What follows belongs to an exercise in optimizing a design on an open flow for small area and a short achievable clock period; a production flow would make more cautious choices. Function was checked by simulation only, so behaviour that the tests miss may differ from the original.

==> flow/design.v, too long to show whole: its modules and the start of the top module <==
// module top_advanced: 1734 lines
// module add16_ks: 41 lines
// module add16_sk: 29 lines
// module add16_rc: 15 lines
module top_advanced (
    input  logic        clk,
    input  logic        rst_n,
    input  logic [15:0] primary_input_a,
    input  logic [15:0] primary_input_b,
    input  logic [15:0] primary_input_c,
    input  logic [15:0] primary_input_d,
    output logic [15:0] primary_output_x,
    output logic [15:0] primary_output_y,
    output logic [15:0] primary_output_z
);
  // ...
==> flow/flow/run.sh <==
#!/bin/bash
set -u
cd "$(dirname "$0")/.."
cp standard.sh standard.sh.orig.txt 2>/dev/null || true
cp config.mk config.mk.orig.txt 2>/dev/null || true
{
  echo "export SETUP_SLACK_MARGIN = ${MARGIN:-12}"
} >> config.mk
bash standard.sh > standard.log 2>&1
rc=$?
exit $rc
==> flow/standard.sh <==
#!/bin/bash
# synth_recipe.tcl (not shown) runs the flow's synth.tcl, then flattens the netlist and writes it again
# the make line also repeats each setting of config.mk as NAME=value (left out here)
make -C /OpenROAD-flow-scripts/flow DESIGN_CONFIG=/design/flow/config.mk WORK_HOME=/design/flow/orfs CLKGATE_MAP_FILE= SYNTH_SCRIPT=/design/flow/synth_recipe.tcl "${@:-finish}"
==> flow/config.mk <==
export PLATFORM = sky130hd
export DESIGN_NAME = top_advanced
export DESIGN_NICKNAME = top_advanced
export VERILOG_FILES = /design/flow/design.v
export SDC_FILE = /design/flow/constraint.sdc
export NUM_CORES = 4
export LEC_CHECK = 0
export ABC_AREA = 1
export CAP_MARGIN = 20
export CORE_MARGIN = 2
export CORE_UTILIZATION = 35
export CTS_CLUSTER_DIAMETER = 100
export CTS_CLUSTER_SIZE = 20
export SLEW_MARGIN = 20
export TNS_END_PERCENT = 10
export SETUP_SLACK_MARGIN = 12
==> flow/constraint.sdc <==
create_clock -name core_clock -period 55.0 [get_ports {clk}]
set_input_delay 11.0000 -clock core_clock [delete_from_list [all_inputs] [get_ports {clk}]]
set_output_delay 11.0000 -clock core_clock [all_outputs]
set_load 0.01 [all_outputs]
==> impl_metrics.py, run 1 <==
metrics = {
    "critical_path": {
        "cp_common_cell": "a21o_1",
        "critPathMaxFanout": 3,
        "crit_cells": 150,
        "start_kind": "input port",
        "reg2regPathDepth": 99,
    },
    "final_layout": {
        "signal_buffers": 482,
        "mostFrequentLayoutCell": "inv_1",
        "clkCellAreaFrac_pct": 2.57,
        "num-multi-input-gates": 9171,
        "final_util_pct": 38.9,
    },
    "drt": {
        "m1WireLength_um": 183000,
        "via_per_inst": 4.46,
        "ant_nets": 0,
        "top_layer": "met5",
        "route.met3.wl_um": 17900,
    },
    "global_routing": {
        "antenna_found_initial": 39,
        "use_met1_pct": 24.8,
        "top_usage_layer": "met2",
    },
    "synth": {
        "synth-xor-area-share_pct": 12.9,
        "synth_area_leaders": "dfrtp_1 43%, fa_1 17%, xor2_1 7.3%",
        "synth_edf_count": 0,
        "yosysTopAreaCell": "dfrtp_1",
        "synth_compound_area_share_pct": 2.26,
    },
    "status": {
        "outcome": "no timing/DRC/antenna violations",
    },
    "cts": {
        "clk_pin_slew_worst_paths_ps": 80,
        "htree_levels": 4,
        "clkSinkCount": 2721,
        "clkLatencyLatePin_ps": 940,
        "hold_buffers": 0,
        "cts_resized": 267,
        "clockBufferDepth": 4,
    },
    "timing": {
        "setup_violations": 0,
        "setup_tns_ps": 0,
        "hold_viol_final": 0,
    },
    "flow_run": {
        "maxCapViolCount": 0,
    },
}
==> run 2, diff against run 1 <==
==> flow/flow/run.sh (replaced) <==
#!/bin/bash
set -u
cd "$(dirname "$0")/.."
cp standard.sh standard.sh.orig.txt 2>/dev/null || true
cp config.mk config.mk.orig.txt 2>/dev/null || true
{
  echo "export SETUP_SLACK_MARGIN = ${MARGIN:-9}"
} >> config.mk
bash standard.sh > standard.log 2>&1
rc=$?
exit $rc
--- a/flow/config.mk
+++ b/flow/config.mk
@@ -12,5 +12,4 @@
 export CTS_CLUSTER_DIAMETER = 100
 export CTS_CLUSTER_SIZE = 20
 export SLEW_MARGIN = 20
-export TNS_END_PERCENT = 10
-export SETUP_SLACK_MARGIN = 12
+export SETUP_SLACK_MARGIN = 9
==> run 2 against run 1 <==
  * Register-to-register slack better by 230 ps
  * Maximum frequency grew 0.26%
  * Clock skew grew 32 ps
  * Cell count barely moved
  * Routed wire length down 0.62%
  * Global-route usage is 0.10 points lower
  * Non-clock buffer count down 11
  * Critical path type unchanged
  * Critical endpoint is now primary_output_y[8]
  * Largest cell class unchanged
==> impl_metrics.py, run 2 <==
metrics = {
    "timing": {
        "finalMaxSlewViolations": 0,
        "finalCritPeriodShare_pct": 84.3,
        "hold_viol_final": 0,
        "slew_headroom_pct": 22.1,
        "period_needed_ps": 46380,
        "fmax_mhz": 21.6,
        "setup_violations": 0,
        "setup_tns_ps": 0,
        "worstMarginPinSlew_ps": 1160,
        "grt_setup_unrepaired": "true",
        "finClkSkew_ps": 111,
    },
    "final_layout": {
        "final_cell_mix": "2,884 x inv_1, 2,721 x dfrtp_1, 2,122 x nand2_1",
        "drive_above_1_share_pct": 12.2,
        "mostFrequentLayoutCell": "inv_1",
        "n_fill_cell": 43967,
        "area_growth_pct": 11.4,
        "design_area_mm2": 0.178,
        "nets": 17709,
        "final_util_pct": 39.1,
    },
    "synth": {
        "synth_mux_area_share_pct": 0.0329,
        "synth_compound_area_share_pct": 2.26,
        "async_flop_share_pct": 100,
        "synth_top_area_share_pct": 42.7,
        "synth_seq_cells": 2721,
        "synth_area_leaders": "dfrtp_1 43%, fa_1 17%, xor2_1 7.3%",
        "synth_top_family_by_area": "adder cells",
        "synth-xor-area-share_pct": 12.9,
        "yosysTopAreaCell": "dfrtp_1",
        "avgSynthCellArea_um2": 10.7,
        "ys_warn_count": 4,
        "synthSimpleGateAreaFrac_pct": 11.8,
        "dominantRegCellSynth": "dfrtp_1",
        "syn_area_mm2": 0.160,
        "synth_edf_count": 0,
        "synth_cells": 14950,
        "syn_nets": 17164,
        "yosysSeqAreaShare_pct": 42.7,
        "synth_fa_ha_area_share_pct": 23.1,
        "synth.most_common_cell": "inv_1",
        "ys_top_cells_by_count": "2,918 x inv_1, 2,721 x dfrtp_1, 2,170 x nand2_1",
        "synth.distinct_cells": 73,
    },
    "cts": {
        "clk_pin_slew_worst_paths_ps": 80,
        "clockBufferDepth": 4,
        "clkLatencyLatePin_ps": 970,
        "htree_levels": 4,
        "clkSinkCount": 2721,
        "hold_buffers": 0,
        "cts-root-buf": "clkbuf_16",
        "cts_tree": "yes",
        "cts_buffers": 166,
    },
    "place": {
        "place_area_mm2": 0.169,
        "io_buffers": 113,
        "place_congestion": 0.895,
        "hpwl_um": 335000,
    },
    "critical_path": {
        "cpMaxStageDelayCell": "fa_2",
        "arrival_ps": 35380,
        "required_ps": 44000,
        "path_delay_family": "adder cells",
        "critPathMaxFanout": 3,
        "slowest_delay_ps": 530,
        "endpoint_kind": "output pin",
        "cp_common_cell": "a21o_1",
        "cp.buffers_inverters": 35,
        "path_class": "input port to output pin",
        "start_kind": "input port",
    },
    "drt": {
        "firstDrtPassIters": 5,
        "avgRoutedWirePerCell_um": 19.5,
        "drtIter0Drc": 6213,
        "ant_nets": 0,
        "drc": 0,
        "routed_wl_um": 420000,
        "num_vias": 95950,
        "via_per_inst": 4.45,
    },
    "floorplanning": {
        "coreArea_mm2": 0.455,
        "dieWidth_um": 679,
        "initial_utilization_pct": 35.1,
        "core.rowCount": 248,
        "io_pins": 114,
        "dieArea_mm2": 0.462,
        "die_h_um": 679,
    },
    "flow_run": {
        "maxCapViolCount": 0,
    },
    "worst_hold_path": {
        "hp-class": "register to register",
    },
    "global_routing": {
        "grt.overflow.total": 0,
        "grt_pass1_wl_um": 643000,
        "grt_usage_pct": 18.5,
        "grt_max_degree": 173,
        "grt_pass1_vias": 101927,
        "antenna_found_initial": 34,
    },
    "status": {
        "outcome": "no timing/DRC/antenna violations",
    },
}
-- run 2: cell counts after synthesis --
Identical to the previous run, type by type.
-- run 2: metrics by stage --
step / worst slack, ps / cells / hold slack, ps
after detailed placement: 3370 / 21138 / 335
final: 8620 / 21552 / 328
after CTS: 8290 / 21466 / 332
after floorplan: 9010 / 14950 / 331
after global routing: 7250 / 21543 / 340
after global placement: 3750 / 21138 / 331
-- run 2: cells by family (layout without fill, tap and decap cells) --
group | Yosys count | after routing
other | 0 | 14
AND/OR/NAND/NOR | 4093 | 4093
XOR/XNOR | 2330 | 2330
adder cells (fa/ha/maj) | 2148 | 2148
multiplexers | 5 | 5
buffers and inverters | 3058 | 3646
flip-flops | 2721 | 2721
AO/OA/AOI/OAI | 595 | 595
-- run 2: final cells by class --
class                   instances  area [µm²]  area share (%)
repair buffers                471        4090            2.30
flip-flops and latches       2721       68100            38.3
clock buffers                 179        4300            2.42
well taps                    6000        7510            4.22
diodes                         14        35.0          0.0197
clock inverters                32         509           0.286
multi-input cells            9171       82200            46.2
inverters                    2964       11200            6.28
-- run 2: worst paths after layout --
kind | from | cells after the start | to | slack (ps)
hold reg to reg | r196_1[13]$_DFF_PN0_ | 0 | r263_1[11]$_DFF_PN0_ | 330
max in group asynchronous | rst_n | 7 | r698_2[6]$_DFF_PN0_ | 39460
setup / recovery | primary_input_a[15] | 149 | primary_output_y[8] | 8620
setup reg to reg | r139_7[2]$_DFF_PN0_ | 98 | r924_1[15]$_DFF_PN0_ | 30210
min in group asynchronous | rst_n | 1 | r973_7[9]$_DFF_PN0_ | 10040
hold / removal | r196_1[13]$_DFF_PN0_ | 0 | r263_1[11]$_DFF_PN0_ | 330
-- run 2: per-layer routing --
layer	part of all wire [%]	global-route usage, %	vias up
li1	-	-	45231
met1	44	24.8	48659
met2	48	31.1	1544
met3	4.0	2.23	500
met4	4.2	6.50	16
met5	0.025	0	-
-- run 2: timing repair --
action | 4_1_cts | 5_1_grt
setup buffers | 117 | 70
resized for setup | 360 | 240
hold endpoints to repair | 0 | 0
setup endpoints to repair | 19 | 19
pin swaps | 156 | 180
==> run 3, diff against run 2 <==
==> flow/flow/run.sh (replaced) <==
#!/bin/bash
set -u
cd "$(dirname "$0")/.."
cp standard.sh standard.sh.orig.txt 2>/dev/null || true
cp config.mk config.mk.orig.txt 2>/dev/null || true
{
  echo "export SETUP_SLACK_MARGIN = ${MARGIN:-14}"
} >> config.mk
bash standard.sh > standard.log 2>&1
rc=$?
exit $rc
--- a/flow/config.mk
+++ b/flow/config.mk
@@ -9,7 +9,7 @@
 export CAP_MARGIN = 20
 export CORE_MARGIN = 2
 export CORE_UTILIZATION = 35
-export CTS_CLUSTER_DIAMETER = 100
-export CTS_CLUSTER_SIZE = 20
+export CTS_CLUSTER_DIAMETER = 150
+export CTS_CLUSTER_SIZE = 25
 export SLEW_MARGIN = 20
-export SETUP_SLACK_MARGIN = 9
+export SETUP_SLACK_MARGIN = 14
==> run 3 against run 2 <==
  * Core utilization rose by 0.20 points
  * Sequential cell count stayed put
  * Critical path depth rose by 6
  * Still clean
  * Non-clock buffer count up 96
  * Highest routed layer unchanged
  * Clock-buffer cell count is 54 lower
==> impl_metrics.py, run 3 <==
metrics = {
    "status": {
        "outcome": "no timing/DRC/antenna violations",
    },
    "floorplanning": {
        "dieArea_mm2": 0.462,
        "initial_utilization_pct": 35.1,
        "die_h_um": 679,
        "coreArea_mm2": 0.455,
        "core.rowCount": 248,
        "dieWidth_um": 679,
        "io_pins": 114,
    },
    "global_routing": {
        "grt_pass1_wl_um": 647000,
        "antenna_found_initial": 34,
        "grt_max_degree": 167,
        "grt_pass1_vias": 102605,
        "grt.overflow.total": 0,
        "grt_usage_pct": 18.6,
    },
    "cts": {
        "clockBufferDepth": 4,
        "htree_levels": 3,
        "clkLatencyLatePin_ps": 980,
        "clk_pin_slew_worst_paths_ps": 90,
        "clkSinkCount": 2721,
        "cts_buffers": 123,
        "cts_tree": "yes",
        "cts-root-buf": "clkbuf_16",
    },
    "final_layout": {
        "drive_above_1_share_pct": 14.2,
        "final_cell_mix": "2,849 x inv_1, 2,721 x dfrtp_1, 2,077 x nand2_1",
        "n_fill_cell": 43711,
        "post_layout_nonfiller_instances": 21569,
        "area_growth_pct": 12.0,
        "nets": 17762,
        "mostFrequentLayoutCell": "inv_1",
    },
    "critical_path": {
        "endpoint_kind": "output pin",
        "slowest_delay_ps": 550,
        "path_class": "input port to output pin",
        "cp.buffers_inverters": 29,
        "cp_common_cell": "a21o_1",
        "cpMaxStageDelayCell": "fa_2",
        "required_ps": 44000,
        "arrival_ps": 35570,
        "critPathMaxFanout": 3,
        "path_delay_family": "compound AO/OA/AOI/OAI gates",
        "start_kind": "input port",
    },
    "synth": {
        "synth_mux_area_share_pct": 0.0329,
        "avgSynthCellArea_um2": 10.7,
        "ys_warn_count": 4,
        "synth_seq_cells": 2721,
        "dominantRegCellSynth": "dfrtp_1",
        "syn_area_mm2": 0.160,
        "synth_compound_area_share_pct": 2.26,
        "synthSimpleGateAreaFrac_pct": 11.8,
        "synth_area_leaders": "dfrtp_1 43%, fa_1 17%, xor2_1 7.3%",
        "synth_top_family_by_area": "adder cells",
        "synth_top_area_share_pct": 42.7,
        "synth-xor-area-share_pct": 12.9,
        "synth_fa_ha_area_share_pct": 23.1,
        "synth_edf_count": 0,
        "synth.distinct_cells": 73,
        "yosysSeqAreaShare_pct": 42.7,
        "syn_nets": 17164,
        "synth_cells": 14950,
        "async_flop_share_pct": 100,
        "yosysTopAreaCell": "dfrtp_1",
        "ys_top_cells_by_count": "2,918 x inv_1, 2,721 x dfrtp_1, 2,170 x nand2_1",
        "synth.most_common_cell": "inv_1",
    },
    "timing": {
        "finalMaxSlewViolations": 0,
        "grt_setup_unrepaired": "true",
        "finClkSkew_ps": 85.1,
        "hold_viol_final": 0,
        "fmax_mhz": 21.5,
        "setup_tns_ps": 0,
        "worstMarginPinSlew_ps": 1150,
        "setup_violations": 0,
        "period_needed_ps": 46570,
        "finalCritPeriodShare_pct": 84.7,
        "slew_headroom_pct": 23.3,
    },
    "drt": {
        "num_vias": 96122,
        "drc": 0,
        "via_per_inst": 4.46,
        "ant_nets": 0,
        "firstDrtPassIters": 6,
        "drtIter0Drc": 6026,
        "routed_wl_um": 421000,
        "avgRoutedWirePerCell_um": 19.5,
    },
    "worst_hold_path": {
        "hp-class": "register to register",
    },
    "place": {
        "hpwl_um": 337000,
        "io_buffers": 113,
        "dp_cells": 21135,
        "place_congestion": 0.884,
    },
    "flow_run": {
        "maxCapViolCount": 0,
    },
}
[run 3: cell counts after synthesis]
Identical to the previous run, type by type.
[run 3: cell families (layout without fill, tap and decap cells)]
| family | Yosys count | after routing |
|---|---|---|
| flops | 2721 | 2721 |
| compound gates | 595 | 595 |
| mux | 5 | 5 |
| buf+inv | 3058 | 3663 |
| xor+xnor | 2330 | 2330 |
| other cells | 0 | 14 |
| simple gates | 4093 | 4093 |
| fa+ha+maj | 2148 | 2148 |
[run 3: final timing paths]
path	startpoint	to	slack, ps	depth (start not counted)
setup / recovery	primary_input_a[15]	primary_output_y[15]	8430	155
hold / removal	r728_3[1]$_DFF_PN0_	r728_4[1]$_DFF_PN0_	340	0
setup reg to reg	r139_3[2]$_DFF_PN0_	r924_1[15]$_DFF_PN0_	30170	98
hold reg to reg	r728_3[1]$_DFF_PN0_	r728_4[1]$_DFF_PN0_	340	0
max in group asynchronous	rst_n	r728_6[0]$_DFF_PN0_	39130	8
min in group asynchronous	rst_n	r1040_1[6]$_DFF_PN0_	10020	1
[run 3: per-stage QoR]
step / cell area [µm²] / hold slack (ps) / setup slack [ps] / util (%)
3_3_place_gp: 170000 / 332 / 4900 / 37.3
2_1_floorplan: 160000 / 331 / 10380 / -
6_report: 179000 / 337 / 8430 / 39.3
4_1_cts: 177000 / 340 / 8370 / 38.9
5_1_grt: 179000 / 351 / 6970 / 39.3
3_5_place_dp: 170000 / 335 / 4750 / 37.3
[run 3: area by class of cell]
cell class	count	area, µm²	area share (%)
clock inverter	7	126	0.0707
multi-input combinational	9171	83800	46.9
sequential	2721	68100	38.1
inverter	2964	11200	6.26
antenna	14	35.0	0.0196
clock buffer	125	3120	1.74
timing repair buffer	567	4940	2.76
tap	6000	7510	4.20
[run 3: repair_timing]
| action | in CTS | in global routing |
|---|---|---|
| setup endpoints to repair | 38 | 25 |
| buffers inserted | 210 | 78 |
| hold buffers | 0 | 0 |
| resized for setup | 647 | 258 |
| pin swaps | 298 | 225 |
[run 3: metal layers]
| metal | up-vias | global-route usage [%] | routed length, µm |
|---|---|---|---|
| li1 | 45224 | - | - |
| met1 | 48956 | 24.9 | 183000 |
| met2 | 1419 | 31.3 | 202000 |
| met3 | 501 | 1.98 | 16100 |
| met4 | 22 | 6.83 | 19100 |
| met5 | - | 0 | 132 |

## port drivers added, routing unchanged
No port has a modelled driver above. Below, the same layouts with a new extraction and two added sets of constraints. Step 1 assumes that a clkbuf_16 drives the clock port and a buf_2 every other input. Step 2 adds t to the input delays and takes it off the output delays; t is the mean of the earliest and latest rising clock arrival at the registers after step 1. Input paths then give back, and output paths get back, about the clock's delay inside the block. Three values: no drivers, after step 1, after step 2; two values: the first two.
run | t (ns) | slack for setup (ns) | slew at the worst register clock pin (ns) | worst data-port slew with drivers (ns) | cell pins on the clock port's net
run 1 | 1.010 | 8.496 / 8.356 / 8.356 | 0.10 / 0.10 | 0.23 | 1
run 2 | 1.021 | 8.618 / 8.516 / 8.516 | 0.10 / 0.10 | 0.19 | 1
run 3 | 1.051 | 8.428 / 8.323 / 8.323 | 0.12 / 0.12 | 0.21 | 1
After both steps every run listed still meets setup and hold. The setup slack of run 1, which loses most, moves by -0.140 ns with the drivers and by -0.140 ns with both steps.
